What follows belongs to an exercise in optimizing a design on an open flow for small area; a production flow would make more cautious choices. Function was checked by simulation only, so behaviour that the tests miss may differ from the original. No activity file was given, so power comes from the tool's default toggle rates.

==> design.v <==
module simple_dual_port_ram(
    input clk,
    input we,
    input [7:0] d,
    input [7:0] write_address, read_address,
    output reg [7:0] q
);
    reg [7:0] mem [255:0];
    always @ (posedge clk) begin
        if (we)
            mem[write_address] <= d;
        q <= (we && write_address == read_address) ? d : mem[read_address];
    end
endmodule
module switch_debounce #(parameter DEBOUNCE_TIME = 10'd1000)(input logic clk, input logic in_sw, output logic out_sw);
logic [1:0] syn;
logic [9:0] counter;
always_ff@(posedge clk) begin
    syn <= {syn[0],in_sw};  
end
always_ff@(posedge clk) begin
    if(counter >= DEBOUNCE_TIME) begin
        out_sw <= syn[1];
    end
    if(syn[1] != out_sw) begin
        counter <= counter + 10'd1;
    end
    else begin
        counter <= 10'd0;
    end
end
endmodule
module button_sync(input logic clk, input logic[3:0] in, output logic[3:0] out);
logic [1:0] b0, b1, b2, b3;
assign out = {b3[1],b2[1],b1[1],b0[1]};
always_ff@(posedge clk) begin
    b0 <= {b0[0], in[0]};
    b1 <= {b1[0], in[1]};
    b2 <= {b2[0], in[2]};
    b3 <= {b3[0], in[3]};
end
endmodule
module init_screen( input logic clk, input logic rst_n, input logic start, 
                    output logic waitrequest, output logic vga_plot,
                    output logic [7:0] vga_x, output logic [6:0] vga_y,  output logic [2:0] vga_colour);
    logic [7:0] x;
    logic [6:0] y;
    assign vga_x = x;
    assign vga_y = y;
    enum logic {IDLE, FILL} state;
    always_ff@(posedge clk) begin
        if(!rst_n) begin
            state <= IDLE;
        end
        else begin
            case(state)
                IDLE: begin
                    if(start) begin
                        state <= FILL;
                        x <= 8'd0;
                        y <= 7'd0;
                    end
                end
                FILL: begin
                    if(x == 8'd159 && y == 7'd119) begin
                        state <= IDLE;
                    end
                    else if(y == 7'd119) begin
                        x <= x + 8'd1;
                        y <= 7'd0;
                    end
                    else begin
                        y <= y + 7'd1;
                    end
                end
            endcase
        end
    end
    always_comb begin
        waitrequest = 1'b0;
        vga_plot= 1'b0;
        vga_colour = 3'b000; 
        case (state)
            IDLE: begin
            end
            FILL: begin
                waitrequest = 1'b1;
                vga_plot = 1'b1;
                if( x >= 8'd26 && x <= 8'd133 && y >= 7'd6 && y <= 7'd113) begin
                    if( x >= 8'd32 && x <= 8'd127 && y >= 7'd12 && y <= 7'd107) begin
                        vga_colour = 3'b000;
                    end
                    else begin
                        vga_colour = 3'b111;
                    end
                end
                else begin
                    vga_colour = 3'b000;
                end
            end
        endcase
    end
endmodule
module game_plot( input logic clk, input logic rst_n,
                 input logic game_plot, input logic [3:0] game_x,
                 input logic [3:0] game_y, input logic [2:0] game_colour,
                 output logic waitrequest, 
                 output logic vga_plot, output logic [7:0] vga_x, 
                 output logic [6:0] vga_y, output logic [2:0] vga_colour);
    logic [2:0] temp_colour;
    logic [7:0] base_x;
    logic [6:0] base_y;
    logic [2:0] x, y; 
    enum logic {IDLE, PLOT} state;
    always_ff@(posedge clk) begin
        if(!rst_n) begin
            state <= IDLE;
        end
        else begin
            case (state)
                IDLE: begin
                    if(game_plot) begin
                        state <= PLOT;
                        temp_colour <= game_colour;
                        base_x <= 4'd6 * game_x;  
                        base_y <= 3'd6 * game_y;  
                        x <= 3'd0;
                        y <= 3'd0;
                    end
                end
                PLOT: begin
                    if (x == 3'd5 && y == 3'd5) begin  
                        state <= IDLE;
                    end
                    else if(y == 3'd5) begin  
                        x <= x + 3'd1;
                        y <= 3'd0;
                    end
                    else begin  
                        y <= y + 3'd1;
                    end
                end
            endcase
        end
    end
    assign vga_x = 8'd32 + base_x + x;
    assign vga_y = 7'd12 + base_y + y;
    assign vga_colour = temp_colour;
    always_comb begin
        vga_plot = 1'b0;
        waitrequest = 1'b0;
        case(state)
            IDLE: begin
            end
            PLOT: begin
                vga_plot = 1'b1;
                waitrequest = 1'b1;
            end
        endcase
    end
endmodule
module game_path #(parameter [25:0] STALL_BASE = 26'd12_500_000, parameter [25:0] STALL_DECR = 26'd39_000)
                (input logic clk, input logic rst_n, input logic start, input logic in_left, 
                 input logic in_right, input logic in_up, input logic in_down, output logic waitrequest,
                 input logic game_plot_waitrequest, output logic game_plot,
                 output logic [3:0] game_x, output logic [3:0] game_y, output logic [2:0] game_colour,
                 output logic [7:0] hex_points
                );
    localparam [2:0] BLACK = 3'b000;
    localparam [2:0] RED = 3'b100;
    localparam [2:0] YELLOW = 3'b110;
    localparam [2:0] GREEN = 3'b010;
    localparam [2:0] CYAN = 3'b011;
    localparam [2:0] BLUE = 3'b001;
    localparam [2:0] MAGENTA = 3'b101;
    localparam [2:0] WHITE = 3'b111;
    logic [7:0] new_head, head, last_tail, apple, neck;  
    logic [7:0] length;  
    logic [26:0] count, stall_num;  
    logic out_of_bounds_flag;  
    logic [255:0] simple_mem;  
    logic [7:0] rd_ptr, wr_ptr;  
    logic [7:0] rand_apple; 
    logic seed_count_flag;
    logic [10:0] seed_count; 
    logic [10:0] lfsr;  
    logic [3:0] lfsr_count;
    logic we;
    logic [7:0] wr_data;
    logic [7:0] wr_addr, rd_addr;
    logic [7:0] rd_data;
    simple_dual_port_ram RAM(
        .clk(clk),
        .we(we),
        .d(wr_data),
        .write_address(wr_addr),
        .read_address(rd_addr),
        .q(rd_data)
    );
    enum logic [3:0] {IDLE,
                      INIT_APPLE, INIT_HEAD, INIT_TAIL, 
                      STALL, COLLISION, HEAD, HEAD_PLOT, NECK, NECK_PLOT, TAIL, TAIL_PLOT, APPLE, APPLE_PLOT, 
                      DEATH_STALL, DEATH} state;
    enum logic [1:0] {LEFT, RIGHT, UP, DOWN} last_direction, direction;
    always_ff@(posedge clk) begin
        if(!rst_n || state == INIT_TAIL || (in_down && direction != UP))
            last_direction <= DOWN;
        else if(in_left && direction != RIGHT)
            last_direction <= LEFT;
        else if(in_right && direction != LEFT)
            last_direction <= RIGHT;
        else if(in_up && direction != DOWN)
            last_direction <= UP;
    end
    always_comb begin
        case(direction)
            LEFT: begin
                if(head[3:0] == 4'b0000) begin
                    out_of_bounds_flag = 1'b1;
                end
                else begin
                    out_of_bounds_flag = 1'b0;
                end
                new_head = head - 8'b0000_0001;
            end
            RIGHT: begin
                if(head[3:0] == 4'b1111) begin
                    out_of_bounds_flag = 1'b1;
                end
                else begin
                    out_of_bounds_flag = 1'b0;
                end
                new_head = head + 8'b0000_0001;
            end
            UP: begin
                if(head[7:4] == 4'b0000) begin
                    out_of_bounds_flag = 1'b1;
                end
                else begin
                    out_of_bounds_flag = 1'b0;
                end
                new_head = head - 8'b0001_0000;
            end
            DOWN: begin
                if(head[7:4] == 4'b1111) begin
                    out_of_bounds_flag = 1'b1;
                end
                else begin
                    out_of_bounds_flag = 1'b0;
                end
                new_head = head + 8'b0001_0000;
            end
            default: begin
                out_of_bounds_flag = 1'b0;
                new_head = head;
            end
        endcase
    end
    always_ff@(posedge clk) begin
        if(!rst_n) begin
            state <= IDLE;
            stall_num <= STALL_BASE;
            direction <= DOWN;
            head <= 8'b0001_0111;  
            simple_mem <= 256'd0;
            hex_points <= 8'd0;
            game_plot <= 1'b0;
        end
        else begin
            case(state)
                IDLE: begin
                    if(start && (in_left || in_up || in_down || in_right )) begin
                        state <= INIT_APPLE;
                        stall_num <= STALL_BASE;
                        head <= 8'b0001_0111;  
                        last_tail <= 8'b0000_0111;  
                        apple <= 8'b1000_1000;  
                        direction <= DOWN;
                        length <= 8'd2;
                        hex_points <= 8'd0;  
                        we <= 1'b1;
                        wr_addr <= 8'd0;
                        wr_data <= 8'b0001_0111;  
                        wr_ptr <= 8'd1;  
                        rd_ptr <= 8'd0;  
                        simple_mem[8'b0001_0111] <= 1'b1;  
                        game_plot <= 1'b1;
                        game_x <= 4'b1000;  
                        game_y <= 4'b1000;  
                        game_colour <= RED;  
                    end
                end
                INIT_APPLE: begin
                    we <= 1'b0;
                    if(!game_plot_waitrequest) begin  
                        state <= INIT_HEAD;
                        game_plot <= 1'b1;
                        game_x <= head[3:0];  
                        game_y <= head[7:4];  
                        game_colour <= GREEN;  
                    end
                end
                INIT_HEAD: begin
                    if(!game_plot_waitrequest) begin  
                        state <= INIT_TAIL;
                        game_plot <= 1'b1;
                        game_x <= last_tail[3:0];  
                        game_y <= last_tail[7:4];  
                        game_colour <= WHITE;  
                    end
                end
                INIT_TAIL: begin
                    if(!game_plot_waitrequest) begin  
                        game_plot <= 1'b0;
                        if(!(in_left || in_up || in_down || in_right ))begin 
                            state <= STALL;
                            count <= 26'd0;
                        end  
                    end
                end
                STALL: begin
                    if(count >= stall_num)begin
                        state <= COLLISION;
                        direction <= last_direction;  
                    end
                    count <= count + 26'd1;
                end
                COLLISION: begin
                    if(out_of_bounds_flag || simple_mem[new_head]) begin  
                        state <= DEATH_STALL;  
                        rd_addr <= rd_ptr;
                        rd_ptr <= rd_ptr + 1'b1;
                    end
                    else begin
                        state <= HEAD;
                        head <= new_head;
                        neck <= head;
                        rd_addr <= rd_ptr;
                    end
                end
                HEAD: begin
                    state <= HEAD_PLOT;
                    we <= 1'b1;
                    wr_addr <= wr_ptr;
                    wr_data <= head;
                    wr_ptr <= wr_ptr + 8'd1;
                    simple_mem[head] <= 1'b1;
                    game_plot <= 1'b1;
                    game_x <= head[3:0];
                    game_y <= head[7:4];
                    game_colour <= GREEN;
                end
                HEAD_PLOT: begin
                    we <= 1'b0;
                    if(!game_plot_waitrequest) begin  
                        game_plot <= 1'b0;
                        state <= NECK;
                    end
                end
                NECK: begin  
                    state <= NECK_PLOT;
                    game_plot <= 1'b1;
                    game_x <= neck[3:0];
                    game_y <= neck[7:4];
                    game_colour <= WHITE;
                end
                NECK_PLOT: begin
                    if(!game_plot_waitrequest) begin  
                        game_plot <= 1'b0;
                        if(head == apple) begin  
                            state <= APPLE;
                            rand_apple <= lfsr[7:0];  
                            length <= length + 8'd1;
                            hex_points <= hex_points + 8'd1;
                        end
                        else begin  
                            state <= TAIL; 
                        end
                    end
                end
                TAIL: begin  
                    last_tail <= rd_data;
                    rd_ptr <= rd_ptr + 1'b1;
                    simple_mem[rd_data] <= 1'b0;
                    if(last_tail != head) begin  
                        state <= TAIL_PLOT;
                        game_plot <= 1'b1;
                        game_x <= last_tail[3:0];
                        game_y <= last_tail[7:4];
                        game_colour <= BLACK;
                    end
                    else begin  
                        state <= STALL;
                        count <= 26'd0;
                    end
                end
                TAIL_PLOT: begin
                    if(!game_plot_waitrequest) begin  
                        game_plot <= 1'b0;
                        state <= STALL;
                        count <= 26'd0;
                    end
                end
                APPLE: begin
                    if(simple_mem[rand_apple] || rand_apple == last_tail) begin  
                        rand_apple <= rand_apple + 8'd7;  
                    end
                    else begin 
                        state <= APPLE_PLOT;
                        apple <= rand_apple;
                        game_plot <= 1'b1;
                        game_x <= rand_apple[3:0];
                        game_y <= rand_apple[7:4];
                        game_colour <= RED;
                    end
                end
                APPLE_PLOT: begin
                    if(!game_plot_waitrequest) begin  
                        game_plot <= 1'b0;
                        state <= STALL;
                        stall_num <= stall_num - STALL_DECR;
                        count <= 26'd0;
                    end
                end
                DEATH_STALL: begin
                    if(in_left || in_up || in_down || in_right ) begin
                        state <= DEATH;
                        game_plot <= 1'b1;
                        game_x <= last_tail[3:0];
                        game_y <= last_tail[7:4];
                        game_colour <= BLACK;
                    end
                end
                DEATH: begin  
                    if(length > 8'd1) begin  
                        if(!game_plot_waitrequest) begin  
                            game_plot <= 1'b1;
                            game_x <= rd_data[3:0];
                            game_y <= rd_data[7:4]; 
                            game_colour <= BLACK; 
                            length <= length - 8'd1;
                            rd_addr <= rd_ptr;
                            rd_ptr <= rd_ptr + 1'b1;
                        end
                    end
                    else if (length == 8'd1) begin  
                        if(!game_plot_waitrequest) begin  
                            game_plot <= 1'b1;
                            game_x <= apple[3:0];
                            game_y <= apple[7:4]; 
                            game_colour <= BLACK; 
                            length <= length - 8'd1;
                        end
                    end
                    else begin
                        if(!game_plot_waitrequest) begin  
                            game_plot <= 1'b0;
                            if(!(in_left || in_up || in_down || in_right ))begin 
                                state <= IDLE;
                                simple_mem <= 256'd0;
                            end
                        end
                    end
                end
            endcase
        end
    end
    always_comb begin
        waitrequest = 1'b1;
        case(state)
            IDLE: begin
                waitrequest = 1'b0;
            end
            INIT_APPLE: begin 
            end
            INIT_HEAD: begin
            end
            INIT_TAIL: begin
            end
            STALL: begin
            end
            COLLISION: begin
            end
            HEAD: begin
            end
            HEAD_PLOT: begin
            end
            NECK: begin
            end
            NECK_PLOT: begin
            end
            TAIL: begin
            end
            TAIL_PLOT: begin
            end
            APPLE: begin
            end
            APPLE_PLOT: begin
            end
            DEATH_STALL: begin
            end
            DEATH: begin
            end
        endcase
    end
    always_ff@(posedge clk) begin
        if(!rst_n) begin
            seed_count <= 11'd0;
            lfsr <= 11'd0;  
        end
        else begin
                if (state == IDLE && start) begin   
                    seed_count_flag <= 1'b1;
                    seed_count <= 11'd0;
                end
                else if (seed_count_flag) begin
                    if(in_left || in_up || in_down || in_right ) begin
                        seed_count <= seed_count + 11'd1;  
                    end
                    else begin  
                        seed_count_flag <= 1'b0;  
                        if(seed_count == 11'b111_1111_1111) begin  
                            lfsr <= 11'd0;
                        end
                        else begin
                            lfsr <= seed_count;
                        end
                    end
                end
            if(state == APPLE_PLOT && !game_plot_waitrequest) begin  
                lfsr_count <= 4'd0;
            end
            if(lfsr_count < 4'd8) begin  
                lfsr <= {lfsr[9:0],~(lfsr[10] ^ lfsr[8])};  
                lfsr_count <= lfsr_count + 4'd1;
            end
        end
    end
endmodule
module hex_display #(parameter NUM_HEX = 3) 
                            (input logic [(NUM_HEX<<2)-1:0] num,
                            output logic [6:0] HEX0, output logic [6:0] HEX1, output logic [6:0] HEX2,
                            output logic [6:0] HEX3, output logic [6:0] HEX4, output logic [6:0] HEX5);
    function logic [6:0] num2hexdisplay( logic [3:0] number);
        case(number)
            4'h0: num2hexdisplay = 7'b1000000;  
            4'h1: num2hexdisplay = 7'b1111001;  
            4'h2: num2hexdisplay = 7'b0100100;  
            4'h3: num2hexdisplay = 7'b0110000;  
            4'h4: num2hexdisplay = 7'b0011001;  
            4'h5: num2hexdisplay = 7'b0010010;  
            4'h6: num2hexdisplay = 7'b0000010;  
            4'h7: num2hexdisplay = 7'b1111000;  
            4'h8: num2hexdisplay = 7'b0000000;  
            4'h9: num2hexdisplay = 7'b0010000;  
            4'hA: num2hexdisplay = 7'b0001000;  
            4'hB: num2hexdisplay = 7'b0000011;  
            4'hC: num2hexdisplay = 7'b1000110;  
            4'hD: num2hexdisplay = 7'b0100001;  
            4'hE: num2hexdisplay = 7'b0000110;  
            4'hF: num2hexdisplay = 7'b0001110;  
            default: num2hexdisplay = 7'b0111111;  
        endcase
    endfunction
    always_comb begin
        if(NUM_HEX >= 1) begin  
            HEX0 = num2hexdisplay(num[3:0]);
        end
        else begin
            HEX0 = 7'b1111111;  
        end
        if(NUM_HEX >= 2) begin
            HEX1 = num2hexdisplay(num[7:4]);
        end
        else begin
            HEX1 = 7'b1111111;
        end
        if(NUM_HEX >= 3) begin
            HEX2 = num2hexdisplay(num[11:8]);
        end
        else begin
            HEX2 = 7'b1111111;
        end
        if(NUM_HEX >= 4) begin
            HEX3 = num2hexdisplay(num[15:12]);
        end
        else begin
            HEX3 = 7'b1111111;
        end
        if(NUM_HEX >= 5) begin
            HEX4 = num2hexdisplay(num[19:16]);
        end
        else begin
            HEX4 = 7'b1111111;
        end
        if(NUM_HEX >= 6) begin
            HEX5 = num2hexdisplay(num[23:20]);
        end
        else begin
            HEX5 = 7'b1111111;
        end
    end
endmodule
module top_snake_game(input logic CLOCK_50, input logic [3:0] KEY,
             input logic [9:0] SW,
             output logic [6:0] HEX0, output logic [6:0] HEX1, output logic [6:0] HEX2,
             output logic [6:0] HEX3, output logic [6:0] HEX4, output logic [6:0] HEX5,
             output logic [7:0] VGA_X, output logic [6:0] VGA_Y,
             output logic [2:0] VGA_COLOUR, output logic VGA_PLOT);
    logic rst;
    logic rst_n;
    assign rst_n = ~rst;
    logic [3:0] key_sync;
    logic LEFT, UP, DOWN, RIGHT;
    assign {LEFT, UP, DOWN, RIGHT} = ~key_sync[3:0];  
    switch_debounce sw_debounce_u0(
        .clk(CLOCK_50),
        .in_sw(SW[9]),
        .out_sw(rst)  
    );
    button_sync button_sync_uo(
        .clk(CLOCK_50),
        .in(KEY[3:0]),
        .out(key_sync[3:0])
    );
    logic is_start;
    logic is_waitrequest;
    logic is_vga_plot;
    logic [7:0] is_vga_x;
    logic [6:0] is_vga_y;
    logic [2:0] is_vga_colour;
    init_screen init_screen_u0(
        .clk(CLOCK_50),
        .rst_n(rst_n),
        .start(is_start),
        .waitrequest(is_waitrequest),
        .vga_plot(is_vga_plot),
        .vga_x(is_vga_x),
        .vga_y(is_vga_y),
        .vga_colour(is_vga_colour)
    );
    logic gplot_game_plot;
    logic [3:0] gplot_game_x;
    logic [3:0] gplot_game_y;
    logic [2:0] gplot_game_colour;
    logic gplot_waitrequest;
    logic gplot_vga_plot;
    logic [7:0] gplot_vga_x;
    logic [6:0] gplot_vga_y;
    logic [2:0] gplot_vga_colour;
    game_plot game_plot_u0(
        .clk(CLOCK_50),
        .rst_n(rst_n),
        .game_plot(gplot_game_plot),
        .game_x(gplot_game_x),
        .game_y(gplot_game_y),
        .game_colour(gplot_game_colour),
        .waitrequest(gplot_waitrequest),
        .vga_plot(gplot_vga_plot),
        .vga_x(gplot_vga_x),
        .vga_y(gplot_vga_y),
        .vga_colour(gplot_vga_colour)
    );
    logic gpath_start;
    logic gpath_waitrequest;
    logic [7:0] hex_points;
    game_path #(.STALL_BASE(26'd300), .STALL_DECR(26'd1)) game_path_u0(
        .clk(CLOCK_50),
        .rst_n(rst_n),
        .start(gpath_start),
        .in_left(LEFT),
        .in_right(RIGHT),
        .in_up(UP),
        .in_down(DOWN),
        .waitrequest(gpath_waitrequest),
        .game_plot_waitrequest(gplot_waitrequest),
        .game_plot(gplot_game_plot),
        .game_x(gplot_game_x),
        .game_y(gplot_game_y),
        .game_colour(gplot_game_colour),
        .hex_points(hex_points)
    );
    hex_display #(.NUM_HEX(2)) hex_display_u0(
        .num(hex_points),
        .HEX0(HEX0),
        .HEX1(HEX1),
        .HEX2(HEX2),
        .HEX3(HEX3),
        .HEX4(HEX4),
        .HEX5(HEX5)
    );
    enum logic [2:0] {IDLE, INIT_SCREEN, INIT_SCREEN_2, GAME_PATH} state;
    always_ff@(posedge CLOCK_50) begin
        if(!rst_n) begin
            state <= IDLE;
            is_start <= 1'b0;
            gpath_start <= 1'b0;
        end
        else begin
            case(state)
                IDLE: begin
                    state <= INIT_SCREEN;
                    is_start <= 1'b1;
                end
                INIT_SCREEN: begin
                    if(!is_waitrequest) begin
                        is_start <= 1'b0;
                        state <= INIT_SCREEN_2;
                    end
                end
                INIT_SCREEN_2: begin
                    if(!is_waitrequest) begin
                        state <= GAME_PATH;
                        gpath_start <= 1'b1;
                    end
                end
                GAME_PATH: begin
                end
            endcase
        end
    end
    always_comb begin
        VGA_PLOT = 1'b0;
        VGA_X = 8'd0;
        VGA_Y = 7'd0;
        VGA_COLOUR = 3'd0;
        case(state)
            IDLE: begin
            end
            INIT_SCREEN: begin
            end
            INIT_SCREEN_2: begin
                VGA_PLOT = is_vga_plot;
                VGA_X = is_vga_x;
                VGA_Y = is_vga_y;
                VGA_COLOUR = is_vga_colour;
            end
            GAME_PATH: begin
                VGA_PLOT = gplot_vga_plot;
                VGA_X = gplot_vga_x;
                VGA_Y = gplot_vga_y;
                VGA_COLOUR = gplot_vga_colour;
            end
        endcase
    end
endmodule
==> run.sh <==
#!/bin/bash
# synth_recipe.tcl (not shown) runs the flow's synth.tcl, then flattens the netlist and writes it again
# the make line also repeats each setting of config.mk as NAME=value (left out here)
make -C /OpenROAD-flow-scripts/flow DESIGN_CONFIG=/design/flow/config.mk WORK_HOME=/design/flow/orfs CLKGATE_MAP_FILE= SYNTH_SCRIPT=/design/flow/synth_recipe.tcl finish
==> config.mk <==
export PLATFORM = sky130hd
export DESIGN_NAME = top_snake_game
export DESIGN_NICKNAME = top_snake_game
export VERILOG_FILES = /design/flow/design.v
export SDC_FILE = /design/flow/constraint.sdc
export NUM_CORES = 4
export LEC_CHECK = 0
export CAP_MARGIN = 20
export CORE_MARGIN = 2
export CORE_UTILIZATION = 40
export SLEW_MARGIN = 20
export SYNTH_MEMORY_MAX_BITS = 4096
==> constraint.sdc <==
create_clock -name core_clock -period 10.0 [get_ports {CLOCK_50}]
set_input_delay 2.0000 -clock core_clock [delete_from_list [all_inputs] [get_ports {CLOCK_50}]]
set_output_delay 2.0000 -clock core_clock [all_outputs]
set_load 0.01 [all_outputs]
==> flow_metrics.tcl <==
set metrics [dict create \
    status "complete, no violations" \
    vias 75603 \
    start_util 0.4022 \
    post_cts_buffers 0 \
    worst_pin_slew_ps 1283 \
    drc 0 \
    p_leak_nw 43.35 \
    synth_cell_type_count 98 \
    numCtsBuffers 275 \
    cp_max_fo 30 \
    gp_congestion 0.8912 \
    p_per_area_nw_per_um2 191.1 \
    die_y_um 545.0 \
    port_buffers 38 \
    grt_pass1_vias 72144 \
    slew_headroom 0.1427 \
    yosysTopAreaCellShare 0.5665 \
    netlist_top_cells_area "edfxtp_1, mux4_2, dfxtp_1" \
    nNetsFinal 8055 \
    cts_sinks 2587 \
    drt-initial-drc-count 11284 \
    multiInputGateArea_um2 40240 \
    insertion_delay_ps 880 \
    cts_buffer_depth 4 \
    yosysWarnings 8 \
    wire_per_inst_um 29.96 \
    synthTopCellsByCount "edfxtp_1, nor2_1, mux4_2, a21oi_1, o21ai_0" \
    critPathArrivalTime_ps 8730 \
    place_ws_ps 2255 \
    rsz0062_at_grt "false" \
    fin_worst_skew_ps 85.33 \
    synth_flop_cell "edfxtp_1" \
    grt_usage 0.2383 \
    min_path_type "register to register" \
    worstSetupPathType "register to register" \
    fmax_ghz 0.1247 \
    crit_path_end_kind "register" \
    period_needed_ps 8017 \
    hpwl_um 222200 \
    placed_area_um2 121600 \
    syn_area_um2 117100 \
    dp_cells 11558 \
    synthesis.instances 8004 \
    hold_viol 0 \
    async_flop_share 0 \
    seq_area_frac_synth 0.6312 \
    overflow 0 \
    grt_pass1_wl_um 517700 \
    rows 198 \
    area_growth_pct 11.30 \
    grt_max_degree 229 \
    cts_resized 0 \
    synth_top_cell_by_area "edfxtp_1" \
    required_ps 10710 \
    fin_crit_sh 0.8017 \
    drt_wl_total_um 361000 \
    first_pass_iters 6 \
    ios 76 \
    clkTransAtPathRegs_ps 60 \
    drive_above_1_share 0.1716 \
    slew_violations 0 \
    setup_viol 0 \
    peakVddDrop_uv 146.1 \
    whs_ps 327.9 \
    dieArea_um2 297100 \
    die_x_um 545.0 \
    cap_violations 0 \
    regArea_um2 73930 \
    root_buffer "clkbuf_16" \
    syn_area_per_cell_um2 14.63 \
    power_mw 24.90 \
    antenna_found_initial 13 \
    fillCellCount 25235 \
    instances_no_fill 12049 \
    utilization 0.4477 \
    finalInstanceArea_um2 130300 \
    synth_edf_count 2209 \
    core-area_um2 291100 \
    postRouteAntennaNets 0 \
    yosysMostFrequentCell "edfxtp_1" \
    setup_tns_ps 0 \
    hold_buffers 0 \
    cts_tree "yes" \
    ys_seq_elements 2587 \
    worst_slack_ps 1983 \
    via_per_inst 6.275 \
    htreeDepth 5 \
    worstSetupStartpointType "register" \
]
[worst max-delay path, stage by stage (launching register included)]
cell and delay (ps):
dfxtp_4 840, buf_4 520, mux4_2 550, mux2i_1 640
a221oi_1 350, nand3_1 270, o211ai_1 470, mux2i_2 1020
ha_1 580, clkinv_1 390, a311oi_2 650, a21oi_1 240
or4_1 830, nor4_1 370, nor3_1 90
[power breakdown]
part	switching [mW]	leakage [nW]	internal (mW)	total, mW
clock network	4.24	4.26	5.84	10.1
registers	0.244	25.1	12.2	12.4
logic	1.73	14.0	0.679	2.40
total	6.21	43.4	18.7	24.9
[cell families (layout without fill, tap and decap cells)]
group,after synthesis,in the layout,share of synthesized area
buf+inv,724,835,0.02797
fa+ha+maj,103,103,0.01139
simple gates,1645,1645,0.06473
mux,957,957,0.1555
flops,2587,2587,0.6312
other cells,1,35,0.00003203
compound gates,1835,1835,0.09772
xor+xnor,152,152,0.01150
[registers in the layout (all words and copies together), names as in the netlist, 10 cells and up, named ones only]
signal,flops
sw_debounce_u0.counter,10
game_path_u0.RAM.mem,2048
game_path_u0.lfsr,11
game_path_u0.simple_mem,256
game_path_u0.stall_num,27
game_path_u0.count,27
game_path_u0.seed_count,11
[layout make-up]
type	instances	area share
multi-input combinational	4720	0.3088
antenna	7	0.0001344
inverter	110	0.003188
tap	3900	0.03744
sequential	2587	0.5673
timing repair buffer	243	0.01651
clock inverter	131	0.009207
clock buffer	351	0.05741
[routing by layer]
metal  global-route usage  vias up  part of all wire
met2               0.3615     4452              0.45
met4              0.09466        8             0.042
li1                     -    31500                 -
met1               0.3308    38854              0.39
met3              0.05626      789              0.11
met5                    0        -           0.00016
[worst paths after layout]
kind | from | to | slack [ps] | depth (start not counted)
min reg2reg | sw_debounce_u0.syn[0] | sw_debounce_u0.syn[1] | 330 | 0
min | sw_debounce_u0.syn[0] | sw_debounce_u0.syn[1] | 330 | 0
max reg2reg | register | game_path_u0.simple_mem[107] | 1980 | 14
max | register | game_path_u0.simple_mem[107] | 1980 | 14
[cells in the final DEF, fill, tap and decap left out, types with 32 or more instances in the layout]
cell             Yosys  routed
a311oi_1            40      40
inv_1              107     106
clkbuf_1           377      58
mux4_2             688     688
nand2_1            301     285
edfxtp_1          2209    2209
nand3_1            111     111
clkdlybuf4s50_1      0      38
or3_1               73      73
a22oi_1            143     143
o21ai_0            444     444
a31oi_1             58      58
dfxtp_1            378     368
xor2_1              81      81
xnor2_1             69      69
a211oi_1           129     128
a21boi_0            35      35
nor2_1             701     690
ha_1                97      97
nor2b_1             56      48
clkinv_2             0      41
nand2b_1            32      32
clkbuf_16            0     287
o22ai_1             35      34
a22o_1              36      36
nand4_1             45      45
a41oi_1             34      34
nor3_1             156     155
a21oi_1            613     610
buf_4               65     187
o21a_1              64      64
mux2i_1            262     259
and3_1              37      37
clkinv_1             3      56
nor4_1              40      40

static timing again, ports no longer ideal:
Ports are ideal in the flow. The routed layout listed here was re-timed in OpenROAD. Step 1: set_driving_cell puts a clkbuf_16 on CLOCK_50 and a buf_2 on each other input, an assumption about the parent block. Step 2 adds t to the input delays and takes it off the output delays; t is the mean of the earliest and latest rising clock arrival at the registers after step 1. Input paths then give back, and output paths get back, about the clock's delay inside the block. Three values: ideal ports, drivers, drivers and shift; two values: the first two.
t (ns): 0.936
setup slack, ns: 1.983 / 1.983 / 1.983
latest minus earliest clock arrival (ns): 0.085 / 0.085
worst register clock-pin slew, ns: 0.07 / 0.07
worst slew at a driven data input, ns: 0.11
After both steps this run still meets setup and hold. For this run, drivers alone change the setup slack by 0.000 ns; drivers and shift together by 0.000 ns.
